This design comes from an exercise in tuning for small area, a short achievable clock period and few clock cycles per item on the open sky130 flow, not from production work.
In this exercise RTL edits were held to simulation tests only and were not proved equivalent to the original.
The flow treats the clock pin as an ideal source. Dropping or thinning the clock tree relies on that and would not hold on a real chip.
Power figures rest on the tool's default switching activity, not on a simulated workload.

run 1:
Design divider, start of the top module:
module divider (clk, quot, rem, fin, dvdend, dvsor, reset);
	output [31:0] quot;
	output [63:0] rem;
	output fin;
	input [63:0] dvdend;
	input [31:0] dvsor;
	input clk, reset;
	reg [31:0] r;     
	reg [31:0] q;     
	reg [4:0] cnt;    
	reg ld;           
	reg fin;
	reg [31:0] d;     
	wire [31:0] a = {r[30:0], q[31]};
	wire [31:0] p = a ^ ~d;
	wire [31:0] g0 = {a[31:1] & ~d[31:1], a[0] | ~d[0]};
	wire [31:0] p0 = p;
	wire g1_1 = g0[1] | (p0[1] & g0[0]);
	wire p1_1 = p0[1] & p0[0];
	wire g1_3 = g0[3] | (p0[3] & g0[2]);
	wire p1_3 = p0[3] & p0[2];
	wire g1_5 = g0[5] | (p0[5] & g0[4]);
	wire p1_5 = p0[5] & p0[4];
	wire g1_7 = g0[7] | (p0[7] & g0[6]);
	wire p1_7 = p0[7] & p0[6];
	wire g1_9 = g0[9] | (p0[9] & g0[8]);
	wire p1_9 = p0[9] & p0[8];
	wire g1_11 = g0[11] | (p0[11] & g0[10]);
	wire p1_11 = p0[11] & p0[10];
	wire g1_13 = g0[13] | (p0[13] & g0[12]);
	wire p1_13 = p0[13] & p0[12];
	wire g1_15 = g0[15] | (p0[15] & g0[14]);
  ...
For scale: roughly 710 cells after synthesis, ~100 flip-flops, ~0.0050 sq mm of cells after synthesis.
==> flow/config.mk <==
export PLATFORM = sky130hd
export DESIGN_NAME = divider
export DESIGN_NICKNAME = divider
export VERILOG_FILES = /design/flow/design.v
export SDC_FILE = /design/flow/constraint.sdc
export NUM_CORES = 4
export LEC_CHECK = 0
export ABC_AREA = 1
export CAP_MARGIN = 20
export CORE_MARGIN = 2
export CORE_UTILIZATION = 55
export SETUP_SLACK_MARGIN = 4.8
export SLEW_MARGIN = 20
==> flow/constraint.sdc <==
create_clock -name core_clock -period 7.0 [get_ports {clk}]
set_input_delay 1.4000 -clock core_clock [delete_from_list [all_inputs] [get_ports {clk}]]
set_output_delay 1.4000 -clock core_clock [all_outputs]
set_load 0.01 [all_outputs]
standard.sh (not shown) runs the stock make flow with config.mk's settings and CLKGATE_MAP_FILE= SYNTH_SCRIPT=/design/flow/synth_recipe.tcl, a recipe that flattens the netlist after the stock synthesis.
==> flow/flow/run.sh <==
#!/bin/bash
# Standard layout, with the port buffers made of the smallest buffer cell.
set -euo pipefail
export BUFFER_PORTS_ARGS="-buffer_cell sky130_fd_sc_hd__buf_1"
export SKIP_REPAIR_TIE_FANOUT=1
export PRE_CTS_TCL="$PWD/flow/pre_cts.tcl"
export MANUAL_CTS_NBUF=4
export ADDER_MAP_FILE=
bash standard.sh > standard.log 2>&1
Other scripts of this flow, unchanged in this note and not shown: flow/flow/pre_cts.tcl
Run 1 finished end to end and its layout was clean on timing, DRC and antenna.
Testbench counts of run 1, summed over its fixed seeds: cycles 108,800, items 3,200.
diff inputs: run 1 => run 2
# run 1
export LEC_CHECK = 0
export ABC_AREA = 1
export CAP_MARGIN = 20
export CORE_MARGIN = 2
export CORE_UTILIZATION = 55
export SETUP_SLACK_MARGIN = 4.8
export SLEW_MARGIN = 20
create_clock -name core_clock -period 7.0 [get_ports {clk}]
# run 2
export LEC_CHECK = 0
export ABC_AREA = 1
export CAP_MARGIN = 20
export CORE_MARGIN = 2
export CORE_UTILIZATION = 55
export SETUP_SLACK_MARGIN = 4.75
export SLEW_MARGIN = 20
create_clock -name core_clock -period 7.0 [get_ports {clk}]
The final layout from run 2, which completed every stage, passed the timing, design-rule and antenna checks at the end of the flow.
Compared with run 1, in run 2 endpoint required time on the critical path dropped 1.44 ns; sequential fraction of design power climbed 0.2 points; part of the total power dissipated in combinational logic dropped 0.3 points.
From run 1 to run 2 the numbers moved as follows: shortest clock period the worst path allows after layout up 0.031 ns, total power consumption of the routed design down about 1.2%, routed wire length down about 3%, final clock period utilization by the worst path up 0.44 points.
Area of combinational cells with multiple inputs, run 2 vs run 1: down slightly
> inputs changed (run 2 -> run 3)
# run 2
export LEC_CHECK = 0
export ABC_AREA = 1
export CAP_MARGIN = 20
export CORE_MARGIN = 2
export CORE_UTILIZATION = 55
export SETUP_SLACK_MARGIN = 4.75
export SLEW_MARGIN = 20
create_clock -name core_clock -period 7.0 [get_ports {clk}]
# run 3
export LEC_CHECK = 0
export ABC_AREA = 1
export CAP_MARGIN = 20
export CORE_MARGIN = 2
export CORE_UTILIZATION = 55
export SETUP_SLACK_MARGIN = 4.85
export SLEW_MARGIN = 20
create_clock -name core_clock -period 7.0 [get_ports {clk}]
--- outcome ---
Run 3 does worse than run 2 on total power.
Of the two candidates, run 2 has the better wire length of the first global-routing pass and run 3 the worse one.
For the transition time at the pin with the least slew margin, run 3 came in 0.041 ns higher than run 2 did.
Run 3 ends up with higher signed area change from the synthesized netlist to the final layout than run 2 does.
Going from run 2 to run 3, worst hold slack across all endpoints -0.0066 ns, synthesized netlist cell count shows no meaningful change.
Run 3: ratio of total power to cell area 3.7 mW/mm^2 above run 2
On run 3: power attributed to combinational cells is about 10% higher than what run 2 gave.
Delta (run 3 minus run 2): part of the total power dissipated in combinational logic moved up, critical path depth moved up.
No run of this note takes its clock network from TritonCTS; it comes from the design's own scripts or RTL.

-- what the ideal ports hide --
Ports are ideal in the flow. The routed layouts listed here were re-timed in OpenROAD. Step 1 (the two cells are an assumption about what drives the block):
set clk [get_ports {clk}]
set_driving_cell -lib_cell sky130_fd_sc_hd__clkbuf_16 $clk
set_driving_cell -lib_cell sky130_fd_sc_hd__buf_2 [delete_from_list [all_inputs] $clk]
Step 2, shift: input delay + t, output delay - t, t = (earliest + latest rising clock arrival at the registers) / 2. This alone moves slack from input paths to output paths. Slacks: ideal / step 1 / step 2; pairs: ideal / step 1.
| run | t (ns) | setup WS [ns] | hold WS [ns] | clock arrival spread, ns | worst data-port slew with drivers (ns) |
|---|---|---|---|---|---|
| run 1 | 0.239 | 4.820 / 4.750 / 4.820 | 0.446 / 0.446 / 0.446 | 0.016 / 0.016 | 0.05 |
| run 2 | 0.240 | 4.789 / 4.706 / 4.850 | 0.447 / 0.447 / 0.447 | 0.017 / 0.017 | 0.05 |
| run 3 | 0.240 | 4.739 / 4.737 / 4.739 | 0.440 / 0.441 / 0.441 | 0.019 / 0.019 | 0.05 |
After both steps setup and hold are still met in every run listed.
